Background: an optimization exercise with open tools, aiming at small area, a short achievable clock period and few clock cycles per item. Do not read the settings as production practice. In this exercise RTL edits were held to simulation tests only and were not proved equivalent to the original.

## flow/design.v (module list and top-level ports; edited modules follow where they fit)
// module bfly_mul: 1338 lines
// module fft1024: 261 lines
// module pfx_bk19: 174 lines
// module pfx_sk19: 195 lines
module fft1024
(
    input clk,
    input rst_n,
    input start,
    output reg finish,
    input clear,
    input [31:0] dout0,
    output reg oce0,
    output reg ce0,
    output reg wre0,
    output reg [10:0] ad0,
    output reg [31:0] din0,
    input [31:0] dout1,
    output reg oce1,
    output reg ce1,
    output reg wre1,
    output reg [10:0] ad1,
    output reg [31:0] din1,
    input [15:0] dout_w,
    output reg oce_w,
    output reg ce_w,
    output reg [10:0] ad_w
);
  // ...
==> flow/flow/run.sh <==
#!/bin/bash
set -o pipefail
export BUFFER_PORTS_ARGS="-buffer_cell sky130_fd_sc_hd__buf_2"
cp standard.sh standard_copy.txt 2>/dev/null
bash standard.sh > standard.log 2>&1
==> flow/standard.sh <==
#!/bin/bash
# synth_recipe.tcl (not shown) runs the flow's synth.tcl, then flattens the netlist and writes it again
# the make line also repeats each setting of config.mk as NAME=value (left out here)
make -C /OpenROAD-flow-scripts/flow DESIGN_CONFIG=/design/flow/config.mk WORK_HOME=/design/flow/orfs CLKGATE_MAP_FILE= SYNTH_SCRIPT=/design/flow/synth_recipe.tcl "${@:-finish}"
==> flow/config.mk <==
export PLATFORM = sky130hd
export DESIGN_NAME = fft1024
export DESIGN_NICKNAME = fft1024
export VERILOG_FILES = /design/flow/design.v
export SDC_FILE = /design/flow/constraint.sdc
export NUM_CORES = 4
export LEC_CHECK = 0
export ABC_AREA = 1
export CAP_MARGIN = 20
export CORE_MARGIN = 2
export CORE_UTILIZATION = 60
export PLACE_DENSITY = 0.7
export SLEW_MARGIN = 40
==> flow/constraint.sdc <==
create_clock -name core_clock -period 16.0 [get_ports {clk}]
set_input_delay 3.2000 -clock core_clock [delete_from_list [all_inputs] [get_ports {clk}]]
set_output_delay 3.2000 -clock core_clock [all_outputs]
set_load 0.01 [all_outputs]
==> impl_metrics.yaml, run 1 <==
run_status:
  status: "complete, no violations"
cts:
  numClockSinks: 369
  cts_resized: 0
  cts_buffer_depth: 3
  clk_latency_ps: 580
global_routing:
  antenna_found_initial: 0
  met3_usage: 0.0691
  use_met1: 0.376
yosys:
  netlist_top_cells_area: "fa_1, dfxtp_1, inv_1"
  yosys.area_share.simple: 0.144
  syn_area_um2: 32700
  synth_most_common_cell: "inv_1"
  syn_inst: 3762
  synth_mux_area_frac: 0
sta:
  post-route-min-period_ps: 4390
  clock_skew_ps: 22.5
  min_period_over_period: 0.274
  final_max_slew_viol_count: 0
critical_path:
  rr_endpoint: "mul_a.ci"
  cp_max_fo: 15
  worst_setup_path_end_kind: "register"
  worstSetupStartpointType: "register"
worst_hold_path:
  hp-class: "register to register"
finish:
  seq_cell_count: 369
  n_antenna_cell: 0
  final-clk-cell-share: 0.0418
  drive_gt1_frac: 0.0841
  largest_class: "multi-input gates"
  nMultiInputCombCells: 2338
  multiInputGateArea_um2: 20100
floorplan:
  die_w_um: 237
  core_um2: 53800
  ios: 190
  dieArea_um2: 56400
  std_cell_rows: 85
routing:
  drt_wl_total_um: 79400
  drcViolationCount: 0
  first_iter_violations: 1589
place:
  post-place-ws_ps: 11600
Testbench counts, summed over its fixed seeds: cycles 123,000, ffts 12.
==> run 2: changes to the inputs <==
--- a/flow/config.mk
+++ b/flow/config.mk
@@ -10,4 +10,4 @@
 export CORE_MARGIN = 2
 export CORE_UTILIZATION = 60
 export PLACE_DENSITY = 0.7
-export SLEW_MARGIN = 40
+export SLEW_MARGIN = 20
==> impl_metrics.yaml, run 2 <==
yosys:
  synth_xor_area_frac: 0.0273
  ys_seq_elements: 369
  syn_avg_cell_area_um2: 8.70
  syn_area_um2: 32700
  synth_compound_area_frac: 0.0617
  yosys.area.top_type_share: 0.302
  synth_top_family_by_area: "adder cells"
  ys.flop_type: "dfxtp_1"
  synth_most_common_cell: "inv_1"
  syn_inst: 3762
  synth-edff-count: 101
  synth-warning-count: 2
  netlist_top_cells_area: "fa_1, dfxtp_1, inv_1"
  synthDistinctLibCells: 55
  synth_top_area_cell: "fa_1"
  async_flop_share: 0.0650
  yosys.area_share.simple: 0.144
  synth_adder_area_share: 0.381
  yosysSeqAreaShare: 0.260
  synth_mux_area_frac: 0
  synthTopCellsByCount: "inv_1, nand2_1, fa_1"
cts:
  cts_resized: 0
  cts_buffer_depth: 3
  htreeDepth: 2
  numCtsBuffers: 41
  hold_buffers: 0
  cts_tree: "built"
  path_clk_slew_ps: 60
  cts_setup_buffers: 0
  clk_latency_ps: 570
  numClockSinks: 369
  cts-root-buf: "clkbuf_16"
sta:
  rsz0062_at_grt: "false"
  hold_slack_ps: 423
  setup_viol: 0
  worstMarginPinSlew_ps: 929
  post-route-min-period_ps: 4460
  clock_skew_ps: 14.8
  setup_ws_ps: 11540
  min_period_over_period: 0.279
  finalSetupTns_ps: 0
  final_max_slew_viol_count: 0
  hold_viol: 0
  slew_headroom: 0.381
  max_freq_mhz: 224
finish:
  n_antenna_cell: 0
  fin_area_um2: 35300
  layoutNonFillerInstCount: 4591
  seqCellArea_um2: 8530
  finalNetCount: 4647
  area_growth_pct: 7.97
  final_cell_mix: "inv_1, nand2_1, fa_1, dfxtp_1, ha_1"
  drive_gt1_frac: 0.0822
  final_common_cell: "inv_1"
  n_fill_cell: 4552
  multiInputGateArea_um2: 20100
  fin_util: 0.656
floorplan:
  die_w_um: 237
  ios: 190
  dieArea_um2: 56400
  std_cell_rows: 85
  core_um2: 53800
  die_h_um: 237
  start_util: 0.608
critical_path:
  crit_family: "adder cells"
  cpMaxStageDelayCell: "dfxtp_2"
  required_ps: 16450
  rr_endpoint: "mul_a.ci"
  critPathArrivalTime_ps: 4910
  crit_path_frequent_cell: "fa_1"
  worst_setup_path_end_kind: "register"
  path_buf_inv: 4
  endpoint: "mul_a.ci"
  path_class: "register to register"
  path_cells: "nand2_1 -> fa_1 -> fa_1 -> inv_1 -> fa_1 -> inv_1 -> fa_1 -> inv_1 -> fa_1 -> ha_1 -> nand2_1 -> inv_1 -> nand3_1 -> nor2_1 -> a211o_1"
  cp_num_cells: 15
  cpPeakStageDelay_ps: 920
  crit_start: "tw[8]"
  r2r_start: "tw[8]"
  cp_max_fo: 32
  worstSetupStartpointType: "register"
  ff2ff_path_depth: 15
  r2r_setup_slack_ps: 11540
run_status:
  status: "complete, no violations"
routing:
  avgRoutedWirePerCell_um: 17.2
  drcViolationCount: 0
  first_iter_violations: 1709
  drt_wl_total_um: 78900
  vias: 24018
  ant_nets: 0
  via_per_inst: 5.23
  first_pass_iters: 6
place:
  dpl_cell_area_um2: 34000
  dp_cells: 4516
  io_buffers: 182
  post-place-ws_ps: 11510
  place.detailed.hpwl_um: 59400
  gp_congestion: 0.907
global_routing:
  antenna_found_initial: 2
  grt_pass1_wl_um: 129000
  grtUsageTotal: 0.294
  grt_pass1_vias: 24444
  grt_max_degree: 100
  globalRouteOverflowTotal: 0
run:
  drv_cap: 0
worst_hold_path:
  hp-class: "register to register"
==> run 2: cell counts after synthesis <==
No cell type changed its count.
==> run 2: worst reg2reg max path, cell delays in order (launching register included) <==
cell     delay, ps
dfxtp_2        920
nand2_1        200
fa_1           520
fa_1           490
inv_1           50
fa_1           350
inv_1           70
fa_1           400
inv_1           90
fa_1           420
ha_1           300
nand2_1         80
inv_1           40
nand3_1         80
nor2_1          50
a211o_1        300
==> run 2: layout make-up <==
type                    count  share of cell area
clock buffers              54              0.0322
well taps                 696              0.0247
repair buffers            198              0.0292
clock inverters            21             0.00485
multi-input cells        2338               0.570
inverters                 915              0.0974
flip-flops and latches    369               0.242
==> run 2: metal layers <==
layer / global-route usage / up-vias / share of wire
met5: 0 / - / 0
met2: 0.496 / 886 / 0.48
met3: 0.0540 / 149 / 0.080
met4: 0.0953 / 0 / 0.032
met1: 0.385 / 11652 / 0.41
li1: - / 11331 / -
==> run 2: worst min path at each step <==
stage	startpoint	end	slack, ps	cells past startpoint
after floorplan	e1_sr	e2_sr	400	0
after global placement	e1_sr	e2_sr	400	0
after detailed placement	e1_sr	e2_sr	410	0
after CTS	e1_sr	e2_sr	420	0
after global routing	e1_sr	e2_sr	450	0
final	e1_sr	e2_sr	420	0
==> run 2: logic make-up after synthesis <==
group / after synthesis
buffers and inverters: 1060
adders and majority gates: 700
xor gates and xnor gates: 102
and+or+nand+nor: 1163
DFF: 369
AOI/OAI and AO/OA: 367
other: 1
==> run 3: changes to the inputs <==
--- a/flow/config.mk
+++ b/flow/config.mk
@@ -6,8 +6,8 @@
 export NUM_CORES = 4
 export LEC_CHECK = 0
 export ABC_AREA = 1
-export CAP_MARGIN = 20
+export CAP_MARGIN = 40
 export CORE_MARGIN = 2
 export CORE_UTILIZATION = 60
 export PLACE_DENSITY = 0.7
-export SLEW_MARGIN = 20
+export SLEW_MARGIN = 60
==> impl_metrics.yaml, run 3 <==
sta:
  worstMarginPinSlew_ps: 572
  post-route-min-period_ps: 4300
  clock_skew_ps: 20.5
  min_period_over_period: 0.269
  rsz0062_at_grt: "false"
  setup_viol: 0
  final_max_slew_viol_count: 0
  slew_headroom: 0.615
  hold_viol: 0
  max_freq_mhz: 233
  finalSetupTns_ps: 0
  hold_slack_ps: 424
critical_path:
  path_class: "register to register"
  path_cells: "buf_4 -> buf_4 -> nand2_1 -> fa_1 -> fa_1 -> inv_1 -> fa_1 -> inv_1 -> fa_1 -> inv_1 -> fa_1 -> ha_1 -> nand2_1 -> inv_1 -> nand3_1 -> nor2_1 -> a211o_1"
  crit_family: "adder cells"
  rr_endpoint: "mul_a.ci"
  cpPeakStageDelay_ps: 500
  crit_path_frequent_cell: "fa_1"
  required_ps: 16470
  critPathArrivalTime_ps: 4770
  cp_max_fo: 8
  r2r_start: "x1[19]"
  cpMaxStageDelayCell: "fa_1"
  ff2ff_path_depth: 17
  r2r_setup_slack_ps: 11700
  worst_setup_path_end_kind: "register"
  path_buf_inv: 6
  cp_num_cells: 17
  worstSetupStartpointType: "register"
finish:
  drive_gt1_frac: 0.0959
  finalNetCount: 4700
  area_growth_pct: 9.73
  fin_area_um2: 35900
  n_fill_cell: 4478
  final_cell_mix: "inv_1, nand2_1, fa_1, dfxtp_1, ha_1"
  multiInputGateArea_um2: 20100
  layoutNonFillerInstCount: 4647
  final_common_cell: "inv_1"
  seqCellArea_um2: 8550
  n_antenna_cell: 0
worst_hold_path:
  hp-start: "e1_sr"
  hold_depth: 0
  hold_end: "e2_sr"
  hp-class: "register to register"
floorplan:
  ios: 190
  die_w_um: 237
  std_cell_rows: 85
  core_um2: 53800
  start_util: 0.608
  die_h_um: 237
  dieArea_um2: 56400
yosys:
  yosysSeqAreaShare: 0.260
  yosys.area.top_type_share: 0.302
  synth-warning-count: 2
  synth-edff-count: 101
  syn_avg_cell_area_um2: 8.70
  async_flop_share: 0.0650
  ys.flop_type: "dfxtp_1"
  netlist_top_cells_area: "fa_1, dfxtp_1, inv_1"
  synth_top_area_cell: "fa_1"
  ys_seq_elements: 369
  synthDistinctLibCells: 55
  synthTopCellsByCount: "inv_1, nand2_1, fa_1"
  syn_area_um2: 32700
  synth_most_common_cell: "inv_1"
  syn_inst: 3762
run_status:
  status: "complete, no violations"
cts:
  clk_latency_ps: 590
  cts_resized: 0
  cts-root-buf: "clkbuf_16"
  path_clk_slew_ps: 60
  numCtsBuffers: 43
  cts_setup_buffers: 0
  hold_buffers: 0
  htreeDepth: 2
  numClockSinks: 369
  cts_buffer_depth: 3
  cts_tree: "built"
place:
  dpl_cell_area_um2: 34500
  dp_cells: 4566
  io_buffers: 182
  place.detailed.hpwl_um: 61900
  gp_congestion: 0.907
routing:
  avgRoutedWirePerCell_um: 17.1
  ant_nets: 0
  via_per_inst: 5.19
  first_iter_violations: 1649
  vias: 24117
  first_pass_iters: 7
  drcViolationCount: 0
  drt_wl_total_um: 79600
run:
  drv_cap: 0
global_routing:
  globalRouteOverflowTotal: 0
  antenna_found_initial: 0
  grtUsageTotal: 0.296
  grt_pass1_wl_um: 130000
  grt_max_degree: 100
  grt_pass1_vias: 24733
==> run 3: per-layer routing <==
metal  track usage  wire [um]  vias to the layer above
met2         0.502      38100                      812
met3        0.0545       6040                      153
met5             0          0                        -
li1              -          -                    11440
met1         0.386      32900                    11712
met4        0.0953       2550                        0
==> run 3: final cells by class <==
| cell class | count | share of cell area |
|---|---|---|
| multi-input cells | 2338 | 0.561 |
| flip-flops and latches | 369 | 0.238 |
| inverters | 915 | 0.0959 |
| repair buffers | 249 | 0.0409 |
| clock buffers | 61 | 0.0344 |
| well taps | 696 | 0.0243 |
| clock inverters | 19 | 0.00505 |
==> run 3: logic make-up after synthesis <==
logic type                 count (synthesis)  share of synthesized area
buffers and inverters                   1060                      0.125
AOI/OAI and AO/OA                        367                     0.0617
DFF                                      369                      0.260
and+or+nand+nor                         1163                      0.144
other                                      1                   0.000115
xor gates and xnor gates                 102                     0.0273
adders and majority gates                700                      0.381
==> run 3: per-stage QoR <==
step,setup slack [ps],utilization
after floorplan,12040,-
after global placement,11560,0.632
after detailed placement,11740,0.640
after CTS,11680,0.667
after global routing,11510,0.667
final,11700,0.667
==> run 3: worst max path at each step <==
stage | startpoint | end | slack [ps]
after floorplan | x1[18] | mul_a.ci | 12040
after global placement | tw[8] | mul_a.ci | 11560
after detailed placement | x1[19] | mul_a.ci | 11740
after CTS | ce0 | oce0 | 11680
after global routing | x1[19] | mul_a.ci | 11510
final | x1[19] | mul_a.ci | 11700
==> run 4: changes to the inputs <==
--- a/flow/config.mk
+++ b/flow/config.mk
@@ -6,7 +6,7 @@
 export NUM_CORES = 4
 export LEC_CHECK = 0
 export ABC_AREA = 1
-export CAP_MARGIN = 40
+export CAP_MARGIN = 20
 export CORE_MARGIN = 2
 export CORE_UTILIZATION = 60
 export PLACE_DENSITY = 0.7
==> impl_metrics.yaml, run 4 <==
run_status:
  status: "complete, no violations"
cts:
  cts_setup_buffers: 0
  htreeDepth: 2
  cts-root-buf: "clkbuf_16"
  numClockSinks: 369
  cts_buffer_depth: 3
  cts_resized: 0
  cts_tree: "built"
  hold_buffers: 0
  path_clk_slew_ps: 60
  numCtsBuffers: 43
  clk_latency_ps: 590
place:
  gp_congestion: 0.907
  dp_cells: 4566
  post-place-ws_ps: 11740
  place.detailed.hpwl_um: 61900
  io_buffers: 182
floorplan:
  core_um2: 53800
  die_h_um: 237
  start_util: 0.608
  die_w_um: 237
  std_cell_rows: 85
  ios: 190
  dieArea_um2: 56400
critical_path:
  cpMaxStageDelayCell: "fa_1"
  crit_family: "adder cells"
  path_class: "register to register"
  worst_setup_path_end_kind: "register"
  r2r_setup_slack_ps: 11700
  cp_max_fo: 8
  required_ps: 16470
  path_buf_inv: 6
  cpPeakStageDelay_ps: 500
  crit_path_frequent_cell: "fa_1"
  critPathArrivalTime_ps: 4770
  worstSetupStartpointType: "register"
  path_cells: "buf_4 -> buf_4 -> nand2_1 -> fa_1 -> fa_1 -> inv_1 -> fa_1 -> inv_1 -> fa_1 -> inv_1 -> fa_1 -> ha_1 -> nand2_1 -> inv_1 -> nand3_1 -> nor2_1 -> a211o_1"
yosys:
  ys.flop_type: "dfxtp_1"
  synthDistinctLibCells: 55
  synth_top_area_cell: "fa_1"
  netlist_top_cells_area: "fa_1, dfxtp_1, inv_1"
  yosysSeqAreaShare: 0.260
  syn_area_um2: 32700
  synth_most_common_cell: "inv_1"
  syn_inst: 3762
  synth-edff-count: 101
  async_flop_share: 0.0650
  yosys.area.top_type_share: 0.302
  synth-warning-count: 2
  syn_avg_cell_area_um2: 8.70
  synthTopCellsByCount: "inv_1, nand2_1, fa_1"
  ys_seq_elements: 369
sta:
  min_period_over_period: 0.269
  clock_skew_ps: 20.5
  setup_viol: 0
  final_max_slew_viol_count: 0
  finalSetupTns_ps: 0
  rsz0062_at_grt: "false"
  hold_viol: 0
  worstMarginPinSlew_ps: 572
  post-route-min-period_ps: 4300
  slew_headroom: 0.615
  setup_ws_ps: 11700
  max_freq_mhz: 233
finish:
  n_antenna_cell: 0
  multiInputGateArea_um2: 20100
  finalNetCount: 4700
  final_cell_mix: "inv_1, nand2_1, fa_1, dfxtp_1, ha_1"
  final_common_cell: "inv_1"
  area_growth_pct: 9.73
  n_fill_cell: 4478
  drive_gt1_frac: 0.0959
  seqCellArea_um2: 8550
  layoutNonFillerInstCount: 4647
global_routing:
  grt_pass1_wl_um: 130000
  antenna_found_initial: 0
  globalRouteOverflowTotal: 0
  grtUsageTotal: 0.296
  grt_max_degree: 100
  grt_pass1_vias: 24733
routing:
  vias: 24117
  first_pass_iters: 7
  drcViolationCount: 0
  avgRoutedWirePerCell_um: 17.1
  first_iter_violations: 1649
  via_per_inst: 5.19
  ant_nets: 0
  drt_wl_total_um: 79600
worst_hold_path:
  hp-class: "register to register"
run:
  drv_cap: 0
[run 4: cell counts after synthesis]
No cell type changed its count.
[run 4: cell families after synthesis]
group,synth area share
and+or+nand+nor,0.144
buffers and inverters,0.125
adders and majority gates,0.381
DFF,0.260
AOI/OAI and AO/OA,0.0617
xor gates and xnor gates,0.0273
other,0.000115
[run 4: area by class of cell]
type                            count  share of cell area
Timing Repair Buffer              249              0.0409
Clock inverter                     19             0.00505
Sequential cell                   369               0.238
Clock buffer                       61              0.0344
Tap cell                          696              0.0243
Multi-Input combinational cell   2338               0.561
Inverter                          915              0.0959
[run 4: worst reg2reg max path: stages, from the launching register on]
cell and delay (ps):
edfxtp_1 490, buf_4 240, buf_4 170, nand2_1 70
fa_1 490, fa_1 500, inv_1 50, fa_1 350
inv_1 70, fa_1 400, inv_1 90, fa_1 410
ha_1 290, nand2_1 80, inv_1 40, nand3_1 90
nor2_1 50, a211o_1 310
[run 4: final timing paths]
path | start | endpoint | depth (start not counted)
max | x1[19] | mul_a.ci | 17
min | e1_sr | e2_sr | 0
max reg2reg | x1[19] | mul_a.ci | 17
min reg2reg | e1_sr | e2_sr | 0
max in group asynchronous | rst_n | ph | 1
min in group asynchronous | rst_n | e3_v | 1
[run 4: stage by stage]
step                      area (um2)  hold slack (ps)   util
after floorplan                32700              400      -
after global placement         34000              401  0.632
after detailed placement       34500              408  0.640
after CTS                      35900              423  0.667
after global routing           35900              455  0.667
final                          35900              424  0.667
[run 4: metal layers]
layer	wire length (um)	share of wire	track usage	vias up
li1	-	-	-	11440
met1	32900	0.41	0.386	11712
met2	38100	0.48	0.502	812
met3	6040	0.076	0.0545	153
met4	2550	0.032	0.0953	0
met5	0	0	0	-
==> run 5: changes to the inputs <==
--- a/flow/config.mk
+++ b/flow/config.mk
@@ -10,4 +10,4 @@
 export CORE_MARGIN = 2
 export CORE_UTILIZATION = 60
 export PLACE_DENSITY = 0.7
-export SLEW_MARGIN = 60
+export SLEW_MARGIN = 50
==> impl_metrics.yaml, run 5 <==
worst_hold_path:
  hold_end: "e2_sr"
  hp-start: "e1_sr"
  hp-class: "register to register"
  hold_depth: 0
critical_path:
  rr_endpoint: "mul_a.ci"
  path_class: "register to primary output"
  r2r_start: "x1[18]"
  ff2ff_path_depth: 16
  r2r_setup_slack_ps: 11710
  cp_max_fo: 2
  critPathArrivalTime_ps: 1100
  path_buf_inv: 1
  worst_setup_path_end_kind: "primary output"
  cpMaxStageDelayCell: "dfrtp_1"
  cp_num_cells: 1
  required_ps: 12800
  worstSetupStartpointType: "register"
  crit_family: "flip-flops"
  path_cells: "buf_2"
  cpPeakStageDelay_ps: 380
sta:
  min_period_over_period: 0.269
  post-route-min-period_ps: 4300
  slew_headroom: 0.499
  setup_ws_ps: 11700
  worstMarginPinSlew_ps: 752
  rsz0062_at_grt: "false"
  setup_viol: 0
  hold_slack_ps: 433
  max_freq_mhz: 233
  hold_viol: 0
  clock_skew_ps: 19.0
  final_max_slew_viol_count: 0
  finalSetupTns_ps: 0
place:
  post-place-ws_ps: 11650
  io_buffers: 182
  gp_congestion: 0.907
  dp_cells: 4532
  place.detailed.hpwl_um: 60500
yosys:
  yosysSeqAreaShare: 0.260
  syn_inst: 3762
  synthTopCellsByCount: "inv_1, nand2_1, fa_1"
  synth-warning-count: 2
  netlist_top_cells_area: "fa_1, dfxtp_1, inv_1"
  ys_seq_elements: 369
  async_flop_share: 0.0650
  synth_most_common_cell: "inv_1"
  syn_avg_cell_area_um2: 8.70
  syn_area_um2: 32700
  synthDistinctLibCells: 55
  ys.flop_type: "dfxtp_1"
  synth-edff-count: 101
  synth_top_area_cell: "fa_1"
  yosys.area.top_type_share: 0.302
finish:
  drive_gt1_frac: 0.0890
  final_cell_mix: "inv_1, nand2_1, fa_1, dfxtp_1, ha_1"
  area_growth_pct: 9.25
  final_common_cell: "inv_1"
  layoutNonFillerInstCount: 4618
  finalNetCount: 4671
routing:
  first_pass_iters: 6
  ant_nets: 0
  vias: 23938
  via_per_inst: 5.18
  avgRoutedWirePerCell_um: 17.2
  drcViolationCount: 0
  drt_wl_total_um: 79400
  first_iter_violations: 1636
floorplan:
  ios: 190
  dieArea_um2: 56400
  std_cell_rows: 85
  core_um2: 53800
  die_h_um: 237
  die_w_um: 237
  start_util: 0.608
cts:
  clk_latency_ps: 580
  hold_buffers: 0
  htreeDepth: 2
  cts_resized: 0
  numCtsBuffers: 43
  cts_setup_buffers: 0
  path_clk_slew_ps: 60
  cts_tree: "built"
  numClockSinks: 369
  cts_buffer_depth: 3
  cts-root-buf: "clkbuf_16"
global_routing:
  grt_pass1_wl_um: 129000
  grt_pass1_vias: 24664
  globalRouteOverflowTotal: 0
  grtUsageTotal: 0.295
  antenna_found_initial: 2
  grt_max_degree: 100
run_status:
  status: "complete, no violations"
run:
  drv_cap: 0
## run 5: changes by cell type in the layout (fill, tap and decap cells not counted), moves of 3 or more
| cell | change |
|---|---|
| clkinvlp_4 | +3 |
| clkbuf_8 | -3 |
| buf_6 | +9 |
| clkbuf_1 | -4 |
| bufinv_16 | +3 |
| buf_4 | -36 |
## run 5: cells by family after synthesis
group,after synthesis,share of synthesized area
AOI/OAI and AO/OA,367,0.0617
xor gates and xnor gates,102,0.0273
adders and majority gates,700,0.381
buffers and inverters,1060,0.125
DFF,369,0.260
other,1,0.000115
and+or+nand+nor,1163,0.144
## run 5: metal layers
| metal | vias to the layer above | track usage | part of all wire |
|---|---|---|---|
| met5 | - | 0 | 0.00015 |
| met4 | 2 | 0.0949 | 0.030 |
| met3 | 152 | 0.0607 | 0.085 |
| met2 | 852 | 0.498 | 0.48 |
| met1 | 11558 | 0.383 | 0.41 |
| li1 | 11374 | - | - |
## run 5: worst max path at each step
stage / from / endpoint / slack [ps]
final: ce0 / oce0 / 11700
after global routing: x1[18] / mul_a.ci / 11530
after CTS: x1[18] / mul_a.ci / 11650
after detailed placement: x1[18] / mul_a.ci / 11650
after global placement: tw[8] / mul_a.ci / 11560
after floorplan: x1[18] / mul_a.ci / 12040
## run 5: area by class of cell
type                    count  area [um2]
clock inverters            23         260
repair buffers            220        1260
well taps                 696         871
inverters                 915        3440
clock buffers              56        1220
multi-input cells        2338       20100
flip-flops and latches    369        8550
fillers                  4405       18100
diodes                      1        2.50
## run 5: through the flow
step,cell area [um2],utilization
after floorplan,32700,-
after global placement,34000,0.632
after detailed placement,34200,0.635
after CTS,35700,0.663
after global routing,35700,0.664
final,35700,0.664
==> run 6: changes to the inputs <==
--- a/flow/config.mk
+++ b/flow/config.mk
@@ -8,6 +8,6 @@
 export ABC_AREA = 1
 export CAP_MARGIN = 20
 export CORE_MARGIN = 2
-export CORE_UTILIZATION = 60
-export PLACE_DENSITY = 0.7
-export SLEW_MARGIN = 50
+export CORE_UTILIZATION = 70
+export PLACE_DENSITY = 0.8
+export SLEW_MARGIN = 60
==> impl_metrics.yaml, run 6 <==
run_status:
  status: "complete, no violations"
critical_path:
  required_ps: 16450
  crit_family: "adder cells"
  cp_num_cells: 16
  cpPeakStageDelay_ps: 600
  crit_path_frequent_cell: "fa_1"
  ff2ff_path_depth: 16
  r2r_start: "x1[20]"
  worst_setup_path_end_kind: "register"
  rr_endpoint: "mul_a.ci"
  cp_max_fo: 8
  path_cells: "buf_4 -> nand2_1 -> fa_1 -> fa_1 -> inv_1 -> fa_1 -> inv_1 -> fa_1 -> inv_1 -> fa_1 -> ha_1 -> nand2_1 -> inv_1 -> nand3_1 -> nor2_1 -> a211o_1"
  r2r_setup_slack_ps: 11700
  path_buf_inv: 5
  worstSetupStartpointType: "register"
  critPathArrivalTime_ps: 4760
  cpMaxStageDelayCell: "edfxtp_1"
  path_class: "register to register"
finish:
  final_common_cell: "inv_1"
  final_cell_mix: "inv_1, nand2_1, fa_1, dfxtp_1, ha_1"
  n_fill_cell: 3130
  seqCellArea_um2: 8540
  drive_gt1_frac: 0.0959
  multiInputGateArea_um2: 20100
  fin_util: 0.772
  fin_area_um2: 35800
  area_growth_pct: 9.43
  finalNetCount: 4702
worst_hold_path:
  hold_end: "e2_sr"
  hp-start: "e1_sr"
  hp-class: "register to register"
  hold_depth: 0
routing:
  avgRoutedWirePerCell_um: 17.9
  drcViolationCount: 0
  drt_wl_total_um: 81500
  first_pass_iters: 6
  vias: 24846
  via_per_inst: 5.45
  ant_nets: 0
  first_iter_violations: 1904
cts:
  cts_buffer_depth: 3
  numCtsBuffers: 42
  htreeDepth: 2
  hold_buffers: 0
  path_clk_slew_ps: 60
  cts_setup_buffers: 0
  clk_latency_ps: 580
  cts_tree: "built"
  cts-root-buf: "clkbuf_16"
  numClockSinks: 369
  cts_resized: 0
global_routing:
  antenna_found_initial: 1
  grt_max_degree: 109
  globalRouteOverflowTotal: 0
  grtUsageTotal: 0.353
  grt_pass1_vias: 26031
  grt_pass1_wl_um: 131000
floorplan:
  std_cell_rows: 79
  ios: 190
  core_um2: 46400
  dieArea_um2: 48500
  die_h_um: 220
  die_w_um: 220
  start_util: 0.706
sta:
  rsz0062_at_grt: "false"
  clock_skew_ps: 24.0
  hold_viol: 0
  slew_headroom: 0.584
  worstMarginPinSlew_ps: 617
  min_period_over_period: 0.269
  setup_viol: 0
  post-route-min-period_ps: 4300
  setup_ws_ps: 11700
  max_freq_mhz: 232
  final_max_slew_viol_count: 0
  finalSetupTns_ps: 0
yosys:
  synth_xor_area_frac: 0.0273
  syn_inst: 3762
  async_flop_share: 0.0650
  synth_top_area_cell: "fa_1"
  ys.flop_type: "dfxtp_1"
  ys_seq_elements: 369
  synthDistinctLibCells: 55
  synth-warning-count: 2
  synth-edff-count: 101
  netlist_top_cells_area: "fa_1, dfxtp_1, inv_1"
  syn_avg_cell_area_um2: 8.70
  synth_most_common_cell: "inv_1"
  synth_mux_area_frac: 0
  synth_compound_area_frac: 0.0617
  synth_top_family_by_area: "adder cells"
  synth_adder_area_share: 0.381
  yosysSeqAreaShare: 0.260
  synthTopCellsByCount: "inv_1, nand2_1, fa_1"
  yosys.area.top_type_share: 0.302
  syn_area_um2: 32700
  yosys.area_share.simple: 0.144
place:
  gp_congestion: 0.925
  dpl_cell_area_um2: 34300
  io_buffers: 182
  post-place-ws_ps: 11770
  place.detailed.hpwl_um: 61300
run:
  drv_cap: 0
==> run 6: logic make-up (layout without fill, tap and decap cells) <==
group / after synthesis / count (layout)
AND/OR/NAND/NOR: 1163 / 1163
buffers and inverters: 1060 / 1243
adder cells (fa/ha/maj): 700 / 700
flip-flops: 369 / 369
AO/OA/AOI/OAI: 367 / 367
XOR/XNOR: 102 / 102
other: 1 / 7
==> run 6: worst max path at each step <==
stage	from	to	slack [ps]
after detailed placement	x1[20]	mul_a.ci	11770
after global routing	x1[20]	mul_a.ci	11540
after floorplan	x1[18]	mul_a.ci	12040
final	x1[20]	mul_a.ci	11700
after global placement	tw[8]	mul_a.ci	11630
after CTS	wre1	wre0	11700
==> run 6: area by class of cell <==
cell class,count,area share
diodes,1,0.0000699
clock buffers,51,0.0323
clock inverters,25,0.00608
inverters,915,0.0963
multi-input cells,2338,0.563
flip-flops and latches,369,0.238
well taps,607,0.0212
repair buffers,252,0.0428
==> run 6: stage by stage <==
step / cells / hold slack, ps
6_report: 4558 / 442
5_1_grt: 4558 / 443
4_1_cts: 4551 / 437
3_5_place_dp: 4475 / 423
3_3_place_gp: 4433 / 402
2_1_floorplan: 3767 / 400
==> run 6: layer usage <==
| metal | vias to the layer above | part of all wire | global-route usage |
|---|---|---|---|
| met5 | - | 0 | 0 |
| met1 | 11955 | 0.37 | 0.431 |
| met3 | 293 | 0.095 | 0.0722 |
| met2 | 1161 | 0.48 | 0.600 |
| met4 | 0 | 0.054 | 0.175 |
| li1 | 11437 | - | - |

==> port drivers added, routing unchanged <==
In the flow no input, the clock included, has a driving cell. The finished layouts below were timed again as built, in two steps. Step 1: set_driving_cell puts a clkbuf_16 on clk and a buf_2 on each other input, an assumption about the parent block. Step 2 times the ports against the registers' clock, not the clock port: input delays grow and output delays shrink by t, the midpoint of the rising clock arrivals with the driver on. a / b / c = ideal / step 1 / step 2; a / b = the first two.
run	t (ns)	slack for setup (ns)	slew at the worst register clock pin (ns)
run 1	0.627	11.610 / 11.610 / 11.606	0.07 / 0.07
run 2	0.625	11.541 / 11.541 / 11.541	0.06 / 0.06
run 3	0.641	11.700 / 11.646 / 11.700	0.08 / 0.08
run 4	0.641	11.700 / 11.646 / 11.700	0.08 / 0.08
run 5	0.631	11.703 / 11.641 / 11.706	0.08 / 0.08
run 6	0.621	11.698 / 11.650 / 11.698	0.07 / 0.07
After both steps setup and hold are still met in every run listed. For run 1, which loses most, drivers alone change the setup slack by 0.000 ns; drivers and shift together by -0.004 ns.
